What follows belongs to an exercise in optimizing a design on an open flow for small area and a short achievable clock period; a production flow would make more cautious choices.
Where RTL was checked, it was by simulation tests only, not by an equivalence proof against the original.
Power figures rest on the tool's default switching activity, not on a simulated workload.

== job 3920 ==
// paintr_core
module paintr_core (
	input  logic         clk,
	input  logic         rst,
	input  logic         step,
	input  logic [7:0]   pos_x,
	input  logic [7:0]   pos_y,
	input  logic         sw_save,
	input  logic         sw_load,
	input  logic [639:0] ram_q,
	input  logic         fb_rdata,
	output logic [8:0]   ram_addr,
	output logic [639:0] ram_data,
	output logic         ram_wren,
	output logic [18:0]  fb_waddr,
	output logic         fb_wdata,
	output logic [18:0]  fb_raddr,
	output logic [7:0]   VGA_R,
	output logic [7:0]   VGA_G,
	output logic [7:0]   VGA_B,
	output logic         VGA_BLANK_N,
	output logic         VGA_CLK,
	output logic         VGA_HS,
	output logic         VGA_SYNC_N,
	output logic         VGA_VS
);
For scale: roughly 3400 cells after synthesis, ~770 flip-flops, ~1400 I/O pins, about 32000 um^2 of cells after synthesis.
==> flow/config.mk <==
export PLATFORM = sky130hd
export DESIGN_NAME = paintr_core
export DESIGN_NICKNAME = paintr_core
export VERILOG_FILES = /design/flow/design.v
export SDC_FILE = /design/flow/constraint.sdc
export NUM_CORES = 4
export LEC_CHECK = 0
export CAP_MARGIN = 20
export CORE_AREA = 5 5 325 325
export CTS_BUF_LIST = sky130_fd_sc_hd__clkbuf_8 sky130_fd_sc_hd__clkbuf_16
export CTS_CLUSTER_DIAMETER = 60
export CTS_CLUSTER_SIZE = 20
export DIE_AREA = 0 0 330 330
export SETUP_SLACK_MARGIN = 3.1
export SLEW_MARGIN = 20
export TNS_END_PERCENT = 5
export BUFFER_PORTS_ARGS = -buffer_cell sky130_fd_sc_hd__buf_1
export PLACE_PINS_ARGS = -min_distance 1 -min_distance_in_tracks
==> flow/constraint.sdc <==
create_clock -name core_clock -period 6.5 [get_ports {clk}]
set_input_delay 1.3000 -clock core_clock [delete_from_list [all_inputs] [get_ports {clk}]]
set_output_delay 1.3000 -clock core_clock [all_outputs]
set_load 0.01 [all_outputs]
standard.sh (not shown) runs the stock make flow with config.mk's settings and CLKGATE_MAP_FILE= SYNTH_SCRIPT=/design/flow/synth_recipe.tcl, a recipe that flattens the netlist after the stock synthesis.
==> flow/flow/run.sh <==
#!/bin/bash
# Standard ORFS layout (the standard.sh), with two layout choices added to
# config.mk: port buffers use the smallest buffer cell, and pins may sit on
# adjacent routing tracks so that a smaller die still holds all 1370 ports.
set -euo pipefail
cat flow/extra.mk >> config.mk
bash standard.sh > standard.log 2>&1
==> flow/flow/extra.mk <==
export BUFFER_PORTS_ARGS = -buffer_cell sky130_fd_sc_hd__buf_1
export PLACE_PINS_ARGS = -min_distance 1 -min_distance_in_tracks
Job 3920 was carried through to the last stage, and its layout satisfied the timing, DRC and antenna checks.
Here is what was changed in the inputs of job 5878 compared with job 3920.
Settings: changing CORE_AREA from 5 5 325 325 to 5 5 295 295; changing SETUP_SLACK_MARGIN from 3.1 to 3.3; removing TNS_END_PERCENT (formerly 5); changing DIE_AREA from 0 0 330 330 to 0 0 300 300.
==> comparison <==
Diff job 3920 -> job 5878 | non-clock buffer count | up by a few percent. In the flow results for job 5878 and job 3920, the timing-limited maximum frequency is smaller on job 3920. Job 5878 vs job 3920, worst setup slack went up by 0.16 ns. Looking at non-clock buffer share of cell area, job 5878 sits above job 3920. Of job 5878 and job 3920, the run reporting the higher core area was job 3920. From job 3920 to job 5878 the numbers moved as follows: data arrival time of the critical path has decreased; adder-cell share of the synthesized area held; count of cells along the worst register-to-register path moved up. Between job 3920 and job 5878, met3 track utilization from global routing increased.
Input changes introduced in job 2112 (baseline for comparison: job 5878):
Settings: swapping 5 5 295 295 for 5 5 325 325 in CORE_AREA; swapping 0 0 300 300 for 0 0 330 330 in DIE_AREA; putting TNS_END_PERCENT at 5 where nothing was set.
Results
Status: hold slack parity (job 5878, job 2112). Compared with job 5878, job 2112 shows sequential group share of total power higher by 0.5 points. Compared job 2112 vs job 5878, and buffering stage count on the worst path with inverters included is down in job 2112. Comparing layout-stage area growth over the synthesis result for job 2112 and job 5878, the smaller number came from job 2112. [job 2112] wire length per cell after detailed routing rose 2.2 um relative to job 5878. Job 2112: leakage power of the design is 1.6% lower than what job 5878 reported. The higher register-to-register slack came out of job 2112. Job 2112 does better than job 5878 on worst setup slack.
Setup changes, job 2112 to job 1801
Settings: DIE_AREA changed from 0 0 330 330 to 0 0 360 360; CORE_AREA changed from 5 5 325 325 to 5 5 355 355; CTS_BUF_LIST changed from sky130_fd_sc_hd__clkbuf_8 sky130_fd_sc_hd__clkbuf_16 to sky130_fd_sc_hd__clkbuf_8; TNS_END_PERCENT removed (was 5).
==> comparison <==
Of job 1801 and job 2112, job 2112 shows the lower number of vias in the routed layout, with job 1801 above it.
Cell with the largest stage delay on the worst path: sky130_fd_sc_hd__a32o_2 -> job 1801, sky130_fd_sc_hd__a21boi_4 -> job 2112
Per the comparison of job 1801 with job 2112, setup slack of the critical path after layout fell by 0.069 ns; count of final hold-check violations now sits at about the same level; sequential power essentially unchanged.
Compared with job 2112, job 1801 shows a worst supply voltage drop on vdd that is about 40% lower.

* * *

== v24 ==
paintr_core, a different RTL version from the one above (not shown whole).
Settings: LEC_CHECK=0, CAP_MARGIN=20, CORE_AREA=5 5 355 355, CTS_BUF_LIST=sky130_fd_sc_hd__clkbuf_8, CTS_CLUSTER_SIZE=24, DIE_AREA=0 0 360 360, SLEW_MARGIN=20, BUFFER_PORTS_ARGS=-buffer_cell sky130_fd_sc_hd__buf_1, PLACE_PINS_ARGS=-min_distance 1 -min_distance_in_tracks; clock period 6.5 ns.
Scripts as last shown in full above: flow/flow/run.sh, flow/flow/extra.mk
v24: PASS, flow complete, no timing, DRC or antenna violations
Setup changes, v24 to v27
- putting SETUP_SLACK_MARGIN at 3.0 where nothing was set
==> comparison <==
- v27 reports a higher amount of wire on met3 after detailed routing than v24 does.
- Comparing v27 and v24, via count of the first global-routing pass is lower on v24.
- Delta (v27 minus v24): worst hold margin saw little to no change; slack of the critical path saw an increase; area added between synthesis and finish saw an increase; share of layout cells above drive strength 1 saw an increase; met2 track utilization from global routing saw an increase.
- Cmp v27 and v24 / maximum number of pins on one net before global-route repair / lower: v27
- Cell kind with the greatest summed area: multi-input combinational cells -> v27, sequential cells -> v24
For v50, these inputs were changed with respect to v27:
- a deleted SETUP_SLACK_MARGIN that had been 3.0
- a deleted CTS_CLUSTER_SIZE that had been 24
- a deleted CTS_BUF_LIST that had been sky130_fd_sc_hd__clkbuf_8
### Flow results
The critical path arrival of v50 falls short of that of v27 by 930 ps. Between v50 and v27, the number of endpoints with negative hold slack in the final report figures differ only marginally. From v50 to v27, cell area after synthesis did not move at all. Looking at termination of the worst setup path, the ac[10] result is from v27; the fb_waddr[2] one comes from v50. Changes observed in v50 relative to v27: half-perimeter wire length of the detailed placement result shows no meaningful change; simple-gate portion of the synthesized area closely matched the old numbers; clock skew now larger.

* * *

RTL: one of the versions met above, not the one the previous note started from.
Size: roughly 3400 cells after synthesis, about 770 flip-flops, ~1400 I/O pins.
==> flow/config.mk <==
export PLATFORM = sky130hd
export DESIGN_NAME = paintr_core
export DESIGN_NICKNAME = paintr_core
export VERILOG_FILES = /design/flow/design.v
export SDC_FILE = /design/flow/constraint.sdc
export NUM_CORES = 4
export LEC_CHECK = 0
export CAP_MARGIN = 20
export CORE_AREA = 5 5 325 325
export CTS_BUF_LIST = sky130_fd_sc_hd__clkbuf_8 sky130_fd_sc_hd__clkbuf_16
export CTS_CLUSTER_DIAMETER = 60
export CTS_CLUSTER_SIZE = 20
export DIE_AREA = 0 0 330 330
export SETUP_SLACK_MARGIN = 3.3
export SLEW_MARGIN = 20
export BUFFER_PORTS_ARGS = -buffer_cell sky130_fd_sc_hd__buf_1
export PLACE_PINS_ARGS = -min_distance 1 -min_distance_in_tracks
==> flow/constraint.sdc <==
create_clock -name core_clock -period 6.5 [get_ports {clk}]
set_input_delay 1.3000 -clock core_clock [delete_from_list [all_inputs] [get_ports {clk}]]
set_output_delay 1.3000 -clock core_clock [all_outputs]
set_load 0.01 [all_outputs]
Scripts as last shown in full above: flow/flow/run.sh, flow/flow/extra.mk
==> next run, changes <==
Settings changed: CTS_BUF_LIST sky130_fd_sc_hd__clkbuf_8 sky130_fd_sc_hd__clkbuf_16 to sky130_fd_sc_hd__clkbuf_8, TNS_END_PERCENT set to 5.
=>
- The changed run completed with no timing, DRC or antenna violations
- via count drops by 0.96%
- worst setup slack gets better by 0.0089 ns
- fmax is about the same
==> next run, changes <==
Settings changed: CORE_AREA 5 5 325 325 to 5 5 295 295, CTS_BUF_LIST sky130_fd_sc_hd__clkbuf_8 to sky130_fd_sc_hd__clkbuf_8 sky130_fd_sc_hd__clkbuf_16, DIE_AREA 0 0 330 330 to 0 0 300 300.
Critical path depth increases by 2.
Clock-buffer cell count goes up by 5.
Total power is higher by roughly a tenth.
Non-clock buffer count came out higher by 3.
Final cell count is lower by a few percent.
Via count rises slightly.
Hold slack gets worse by 0.0040 ns.
==> next run, changes <==
Settings changed: CORE_AREA 5 5 295 295 to 5 5 355 355, DIE_AREA 0 0 300 300 to 0 0 360 360, TNS_END_PERCENT 5 to unset.
What happened: Utilization is lower by 14 points. Design area is higher by 4.5%. Global-route usage is lower by 8.6 points. Synthesized area is unchanged. Power is higher by about 4.7%. Worst setup slack is better by 0.013 ns.
==> next run, changes <==
Settings changed: CORE_AREA 5 5 355 355 to 5 5 325 325, DIE_AREA 0 0 360 360 to 0 0 330 330, SETUP_SLACK_MARGIN 3.3 to 3.5, TNS_END_PERCENT set to 5.
Effect: Worst hold slack barely changes. Final area falls by 1.4%. Final cell count fell by 4.5%. Routed wire length went down by 3.6%. Sequential share of layout area climbs by 0.51 points.

* * *

## the reference run
paintr_core, a different RTL version from the one above (not shown whole).
Size: about 1,400 I/O pins, ~31,000 µm² of cells after synthesis.
==> flow/design.v (excerpt) <==
module paintr_core (
	input  logic         clk,
	input  logic         rst,
	input  logic         step,
	input  logic [7:0]   pos_x,
	input  logic [7:0]   pos_y,
	input  logic         sw_save,
	input  logic         sw_load,
	input  logic [639:0] ram_q,
	input  logic         fb_rdata,
	output logic [8:0]   ram_addr,
	output logic [639:0] ram_data,
	output logic         ram_wren,
	output logic [18:0]  fb_waddr,
	output logic         fb_wdata,
	output logic [18:0]  fb_raddr,
	output logic [7:0]   VGA_R,
	output logic [7:0]   VGA_G,
	output logic [7:0]   VGA_B,
	output logic         VGA_BLANK_N,
	output logic         VGA_CLK,
	output logic         VGA_HS,
	output logic         VGA_SYNC_N,
	output logic         VGA_VS
);
export LEC_CHECK = 0
export CAP_MARGIN = 20
export CORE_AREA = 5 5 355 355
export CTS_BUF_LIST = sky130_fd_sc_hd__clkbuf_8 sky130_fd_sc_hd__clkbuf_16
export CTS_CLUSTER_DIAMETER = 60
export CTS_CLUSTER_SIZE = 20
export DIE_AREA = 0 0 360 360
export SETUP_SLACK_MARGIN = 3.3
export SLEW_MARGIN = 20
export BUFFER_PORTS_ARGS = -buffer_cell sky130_fd_sc_hd__buf_1
export PLACE_PINS_ARGS = -min_distance 1 -min_distance_in_tracks
create_clock -name core_clock -period 6.5 [get_ports {clk}]
Scripts as last shown in full above: flow/flow/run.sh, flow/flow/extra.mk
Input-level comparison between the trial run and the reference run:
- changing CTS_CLUSTER_SIZE from 20 to 24
- removing CTS_CLUSTER_DIAMETER (formerly 60)
- changing SETUP_SLACK_MARGIN from 3.3 to 3.0
- changing CTS_BUF_LIST from sky130_fd_sc_hd__clkbuf_8 sky130_fd_sc_hd__clkbuf_16 to sky130_fd_sc_hd__clkbuf_8
==> run notes <==
Weighted congestion at the end of routability-driven global placement (the trial run over the reference run): increase, about 7%
Comparing the reference run and the trial run, the higher design area is on the reference run.
Between the reference run and the trial run, the number of standard cells after synthesis does not differ in any meaningful way.
Diff the reference run -> the trial run | total clock network power | up by a few percent
Taking the reference run as the reference, in the trial run maximum operating frequency lower; worst-case vdd ir drop lower.
Final-layout non-clock buffer area share, the reference run and the trial run: larger value in the reference run
The via count reported for the trial run is higher than the one for the reference run.
Function was not checked in any run of this note: the RTL went through the layout flow alone.

-- what the ideal ports hide --
No port has a modelled driver above. Below, the same layouts with a new extraction and two added sets of constraints.
Step 1 (the two cells are an assumption about what drives the block):
set clk [get_ports {clk}]
set_driving_cell -lib_cell sky130_fd_sc_hd__clkbuf_16 $clk
set_driving_cell -lib_cell sky130_fd_sc_hd__buf_2 [delete_from_list [all_inputs] $clk]
Step 2 moves the port delays by t, midway between the first and last clock arrival at a register: inputs arrive t later, outputs are due t later. That takes back most of the time a late clock gives input paths.
Slacks: ideal / step 1 / step 2; pairs: ideal / step 1.
| run | t (ns) | slack for setup (ns) | latest minus earliest clock arrival (ns) | pins driven straight from the clock port |
|---|---|---|---|---|
| job 3920 | 0.720 | 2.916 / 2.816 / 2.234 | 0.066 / 0.066 | 1 |
| job 5878 | 0.705 | 3.072 / 2.795 / 2.450 | 0.054 / 0.054 | 1 |
| job 2112 | 0.728 | 3.098 / 2.907 / 2.400 | 0.074 / 0.075 | 1 |
| job 1801 | 0.773 | 3.029 / 2.816 / 2.317 | 0.098 / 0.097 | 1 |
| v24 | 0.812 | 1.836 / 1.760 / 1.076 | 0.063 / 0.063 | 1 |
| v27 | 0.874 | 2.844 / 2.783 / 1.965 | 0.047 / 0.048 | 1 |
| v50 | 0.694 | 1.801 / 1.723 / 1.122 | 0.053 / 0.052 | 1 |
| the first run of note 3 | 0.709 | 3.113 / 2.869 / 2.415 | 0.051 / 0.051 | 1 |
| the second run of note 3 | 0.826 | 3.122 / 2.940 / 2.377 | 0.102 / 0.102 | 1 |
| the third run of note 3 | 0.698 | 3.017 / 2.918 / 2.473 | 0.077 / 0.076 | 1 |
| the fourth run of note 3 | 0.689 | 3.030 / 2.821 / 2.434 | 0.067 / 0.067 | 1 |
| the fifth run of note 3 | 0.686 | 3.098 / 2.931 / 2.470 | 0.068 / 0.068 | 1 |
| the reference run | 0.750 | 2.850 / 2.709 / 2.004 | 0.094 / 0.094 | 1 |
| the trial run | 0.865 | 2.522 / 2.522 / 1.900 | 0.057 / 0.058 | 1 |
After both steps every run listed still meets setup and hold. For v27, which loses most, drivers alone change the setup slack by -0.061 ns; drivers and shift together by -0.879 ns.
